Background: an optimization exercise with open tools, aiming at small area, a short achievable clock period and few clock cycles. Do not read the settings as production practice.
RTL that was checked went through simulation tests only; none was proved equivalent to the original.
Power is estimated from default activity; no workload was simulated.

Design mips32_core, start of the top module:
module mips32_core(
    input clk,
    input reset_all,
    input HALT,
    output [15:0] out,
    output halted,
    output imem_en,
    output [10:0] imem_addr,
    input  [31:0] imem_rdata,
    output dmem_en,
    output dmem_we,
    output [10:0] dmem_addr,
    output [31:0] dmem_wdata,
    input  [31:0] dmem_rdata
    );
Size: ~3300 cells after synthesis, about 680 flip-flops, about 140 I/O pins, roughly 38000 um2 of cells after synthesis.
==> flow/config.mk <==
export PLATFORM = sky130hd
export DESIGN_NAME = mips32_core
export DESIGN_NICKNAME = mips32_core
export VERILOG_FILES = /design/flow/design.v
export SDC_FILE = /design/flow/constraint.sdc
export NUM_CORES = 4
export LEC_CHECK = 0
export CAP_MARGIN = 20
export CORE_MARGIN = 2
export CORE_UTILIZATION = 65
export SLEW_MARGIN = 55
==> flow/constraint.sdc <==
create_clock -name core_clock -period 34.0 [get_ports {clk}]
set_input_delay 6.8000 -clock core_clock [delete_from_list [all_inputs] [get_ports {clk}]]
set_output_delay 6.8000 -clock core_clock [all_outputs]
set_load 0.01 [all_outputs]
standard.sh (not shown) runs the stock make flow with config.mk's settings and CLKGATE_MAP_FILE= SYNTH_SCRIPT=/design/flow/synth_recipe.tcl, a recipe that flattens the netlist after the stock synthesis.
==> flow/flow/run.sh <==
#!/bin/bash
# The standard layout, with two changes after synthesis (which runs
# unchanged): the port buffers are buf_4 cells rather than the default
# delay-buffer cells, and the resizer may not use the clkdlybuf4s* /
# dlymetal6s* delay cells when it buffers nets.
set -o pipefail
bash standard.sh synth > synth.log 2>&1 || exit 1
export BUFFER_PORTS_ARGS="-buffer_cell sky130_fd_sc_hd__buf_4"
export DONT_USE_CELLS="sky130_fd_sc_hd__clkdlybuf4s15_1 sky130_fd_sc_hd__clkdlybuf4s15_2 sky130_fd_sc_hd__clkdlybuf4s18_1 sky130_fd_sc_hd__clkdlybuf4s18_2 sky130_fd_sc_hd__clkdlybuf4s25_1 sky130_fd_sc_hd__clkdlybuf4s25_2 sky130_fd_sc_hd__clkdlybuf4s50_1 sky130_fd_sc_hd__clkdlybuf4s50_2 sky130_fd_sc_hd__dlymetal6s2s_1 sky130_fd_sc_hd__dlymetal6s4s_1 sky130_fd_sc_hd__dlymetal6s6s_1"
bash standard.sh finish > layout.log 2>&1
The first run produced a clean layout.
Next try:
--- a/flow/config.mk
+++ b/flow/config.mk
@@ -9,3 +9,3 @@
 export CORE_MARGIN = 2
 export CORE_UTILIZATION = 65
-export SLEW_MARGIN = 55
+export SLEW_MARGIN = 70
The new run finished with timing, DRC and antenna clean; clock-buffer cell count fell by 8; global-route usage hardly moves; via count barely changes; fmax rose by 1.1%; total power rose by 1.8%; design area rose by 2.8%.
No run of this note included a check of the RTL's function; only the layout flow was run.

========
Setup of before:
Another version of the RTL of mips32_core (not shown whole).
For scale: ~3100 cells after synthesis, roughly 140 I/O pins.
==> flow/design.v (excerpt) <==
module mips32_core(
    input clk,
    input reset_all,
    input HALT,
    output [15:0] out,
    output halted,
    output imem_en,
    output [10:0] imem_addr,
    input  [31:0] imem_rdata,
    output dmem_en,
    output dmem_we,
    output [10:0] dmem_addr,
    output [31:0] dmem_wdata,
    input  [31:0] dmem_rdata
    );
    reg [31:0] R [0:15];
    reg [31:0] pc;       
    reg        irv;      
    reg        mv;       
    reg [10:0] fa;       
    reg        fen;      
    reg        hlt;      
    reg        l1v;      
    reg [3:0]  l1r;      
    reg        l2v;      
    reg [3:0]  l2r;      
    reg        den, dwe;
    reg        rq;       
    reg [10:0] dad;
    reg [31:0] dwd;
    assign out = {R[4][7:0], R[3][7:0]};
    assign halted = hlt;
    assign imem_en = fen;
    assign imem_addr = fa;
    assign dmem_en = den;
    assign dmem_we = dwe;
    assign dmem_addr = dad;
  ...
export LEC_CHECK = 0
export CAP_MARGIN = 20
export CORE_MARGIN = 2
export CORE_UTILIZATION = 65
export SLEW_MARGIN = 70
create_clock -name core_clock -period 34.0 [get_ports {clk}]
Scripts as last shown in full above: flow/flow/run.sh
Testbench counts of before, summed over its fixed seeds: cycles 56,485.
Here is what was changed in the inputs of after compared with before.
-- flow/config.mk --
<<< before, line 9
export CORE_MARGIN = 2
export CORE_UTILIZATION = 65
export SLEW_MARGIN = 70
>>> after, line 9
export CORE_MARGIN = 2
export CORE_UTILIZATION = 65
export SLEW_MARGIN = 55
### Flow results
No stage failed in after, and the final checks on the layout all came back clean. On clock-pin transition on the worst setup and hold timing paths, before and after are neck and neck. Cell area, before and after: smaller value in after. before reports its path type of the worst setup path as reg -> out while after reports reg -> reg. Of before and after, before shows the higher relative area change from synthesis to final layout, with after below it. Diff before -> after: clock buffer count in the final layout up 5.9%, instance count of the mapped netlist held, final-layout clock-cell area share has increased.

========
Another version of the RTL of mips32_core (not shown whole).
For scale: about 3400 cells after synthesis, roughly 680 flip-flops, ~140 I/O pins, about 38000 um2 of cells after synthesis.
clock: 34.0 ns
lec_check: 0
cap_margin: 20
core_margin: 2
core_utilization: 65
slew_margin: 70
==> flow/flow/run.sh <==
#!/bin/bash
# The standard layout, with two changes after synthesis (which runs
# unchanged): the port buffers are buf_2 cells rather than the default
# delay-buffer cells, and the resizer may not use the clkdlybuf4s* /
# dlymetal6s* delay cells when it buffers nets.
set -o pipefail
bash standard.sh synth > synth.log 2>&1 || exit 1
export BUFFER_PORTS_ARGS="-buffer_cell sky130_fd_sc_hd__buf_2"
export DONT_USE_CELLS="sky130_fd_sc_hd__clkdlybuf4s15_1 sky130_fd_sc_hd__clkdlybuf4s15_2 sky130_fd_sc_hd__clkdlybuf4s18_1 sky130_fd_sc_hd__clkdlybuf4s18_2 sky130_fd_sc_hd__clkdlybuf4s25_1 sky130_fd_sc_hd__clkdlybuf4s25_2 sky130_fd_sc_hd__clkdlybuf4s50_1 sky130_fd_sc_hd__clkdlybuf4s50_2 sky130_fd_sc_hd__dlymetal6s2s_1 sky130_fd_sc_hd__dlymetal6s4s_1 sky130_fd_sc_hd__dlymetal6s6s_1"
bash standard.sh finish > layout.log 2>&1
Testbench counts at the start, summed over its fixed seeds: cycles 56,485.
Edit:
--- a/flow/flow/run.sh
+++ b/flow/flow/run.sh
@@ -3 +3 @@
-# unchanged): the port buffers are buf_2 cells rather than the default
+# unchanged): the port buffers are buf_4 cells rather than the default
@@ -8 +8 @@
-export BUFFER_PORTS_ARGS="-buffer_cell sky130_fd_sc_hd__buf_2"
+export BUFFER_PORTS_ARGS="-buffer_cell sky130_fd_sc_hd__buf_4"
Settings changed: CTS_CLUSTER_DIAMETER from default to 60, CTS_CLUSTER_SIZE from default to 30.
The new run produced a clean layout.
Wire length falls by 2.9%.
Combinational power barely changes.
Setup slack degrades by 0.052 ns.
Sequential cell count stays the same.

========
Setup of epsilon:
mips32_core again, from the RTL that the note above started with.
==> flow/config.mk <==
export PLATFORM = sky130hd
export DESIGN_NAME = mips32_core
export DESIGN_NICKNAME = mips32_core
export VERILOG_FILES = /design/flow/design.v
export SDC_FILE = /design/flow/constraint.sdc
export NUM_CORES = 4
export LEC_CHECK = 0
export CAP_MARGIN = 20
export CORE_MARGIN = 2
export CORE_UTILIZATION = 65
export CTS_CLUSTER_DIAMETER = 50
export CTS_CLUSTER_SIZE = 25
export SLEW_MARGIN = 70
==> flow/constraint.sdc <==
create_clock -name core_clock -period 34.0 [get_ports {clk}]
set_input_delay 6.8000 -clock core_clock [delete_from_list [all_inputs] [get_ports {clk}]]
set_output_delay 6.8000 -clock core_clock [all_outputs]
set_load 0.01 [all_outputs]
==> flow/flow/run.sh <==
#!/bin/bash
# The standard layout, with two changes after synthesis (which runs
# unchanged): the port buffers are buf_2 cells rather than the default
# delay-buffer cells, and the resizer may not use the clkdlybuf4s* /
# dlymetal6s* delay cells when it buffers nets.
set -o pipefail
bash standard.sh synth > synth.log 2>&1 || exit 1
export BUFFER_PORTS_ARGS="-buffer_cell sky130_fd_sc_hd__buf_2"
export DONT_USE_CELLS="sky130_fd_sc_hd__clkdlybuf4s15_1 sky130_fd_sc_hd__clkdlybuf4s15_2 sky130_fd_sc_hd__clkdlybuf4s18_1 sky130_fd_sc_hd__clkdlybuf4s18_2 sky130_fd_sc_hd__clkdlybuf4s25_1 sky130_fd_sc_hd__clkdlybuf4s25_2 sky130_fd_sc_hd__clkdlybuf4s50_1 sky130_fd_sc_hd__clkdlybuf4s50_2 sky130_fd_sc_hd__dlymetal6s2s_1 sky130_fd_sc_hd__dlymetal6s4s_1 sky130_fd_sc_hd__dlymetal6s6s_1"
bash standard.sh finish > layout.log 2>&1
Testbench counts of epsilon, summed over its fixed seeds: cycles 56,485.
The following lists how delta was set up differently from epsilon:
==> flow/flow/run.sh <==
#!/bin/bash
# The standard layout, with two changes after synthesis (which runs
# unchanged): the port buffers are buf_4 cells rather than the default
# delay-buffer cells, and the resizer may not use the clkdlybuf4s* /
# dlymetal6s* delay cells when it buffers nets.
set -o pipefail
bash standard.sh synth > synth.log 2>&1 || exit 1
export BUFFER_PORTS_ARGS="-buffer_cell sky130_fd_sc_hd__buf_4"
export DONT_USE_CELLS="sky130_fd_sc_hd__clkdlybuf4s15_1 sky130_fd_sc_hd__clkdlybuf4s15_2 sky130_fd_sc_hd__clkdlybuf4s18_1 sky130_fd_sc_hd__clkdlybuf4s18_2 sky130_fd_sc_hd__clkdlybuf4s25_1 sky130_fd_sc_hd__clkdlybuf4s25_2 sky130_fd_sc_hd__clkdlybuf4s50_1 sky130_fd_sc_hd__clkdlybuf4s50_2 sky130_fd_sc_hd__dlymetal6s2s_1 sky130_fd_sc_hd__dlymetal6s4s_1 sky130_fd_sc_hd__dlymetal6s6s_1"
bash standard.sh finish > layout.log 2>&1
--- a/flow/config.mk
+++ b/flow/config.mk
@@ -9,5 +9,3 @@
 export CORE_MARGIN = 2
 export CORE_UTILIZATION = 65
-export CTS_CLUSTER_DIAMETER = 50
-export CTS_CLUSTER_SIZE = 25
 export SLEW_MARGIN = 70
Met3 demand-to-capacity share in global routing (lower): delta. Total power: delta above epsilon. Relative to epsilon, the wire length of the first global-routing pass measured on delta has decreased slightly. The run showing the smaller clock buffer instance count of the final layout is epsilon. delta vs epsilon: total wirelength of the detailed-routed design down slightly. delta vs epsilon — clock power climbed by a few percent. Comparing epsilon with delta, the flip-flop and latch count after synthesis came out essentially unchanged.

separate check: timing with driven ports:
How much do the figures lean on ideal ports? The routed layouts below were timed once more, with nothing changed but the port constraints. Step 1 assumes that a clkbuf_16 drives the clock port and a buf_2 every other input. Step 2 adds t to the input delays and takes it off the output delays; t is the mean of the earliest and latest rising clock arrival at the registers after step 1. Input paths then give back, and output paths get back, about the clock's delay inside the block. a / b / c = no drivers / after step 1 / after step 2; a / b = the first two.
| run | shift t [ns] | setup slack, ns | latest minus earliest clock arrival (ns) | pins driven straight from the clock port |
|---|---|---|---|---|
| the first run of note 1 | 0.705 | 25.673 / 25.719 / 25.014 | 0.030 / 0.030 | 1 |
| the second run of note 1 | 0.695 | 25.764 / 25.696 / 25.124 | 0.028 / 0.028 | 1 |
| before | 0.694 | 25.708 / 25.645 / 25.405 | 0.036 / 0.035 | 1 |
| after | 0.704 | 25.184 / 25.184 / 25.184 | 0.040 / 0.040 | 1 |
| the first run of note 3 | 0.688 | 25.828 / 25.761 / 25.578 | 0.027 / 0.027 | 1 |
| the second run of note 3 | 0.711 | 25.776 / 25.710 / 25.530 | 0.046 / 0.047 | 1 |
| epsilon | 0.709 | 25.782 / 25.716 / 25.543 | 0.100 / 0.100 | 1 |
| delta | 0.691 | 25.829 / 25.765 / 25.500 | 0.034 / 0.034 | 1 |
After both steps every run listed still meets setup and hold. The setup slack of the first run of note 1, which loses most, moves by +0.046 ns with the drivers and by -0.659 ns with both steps.
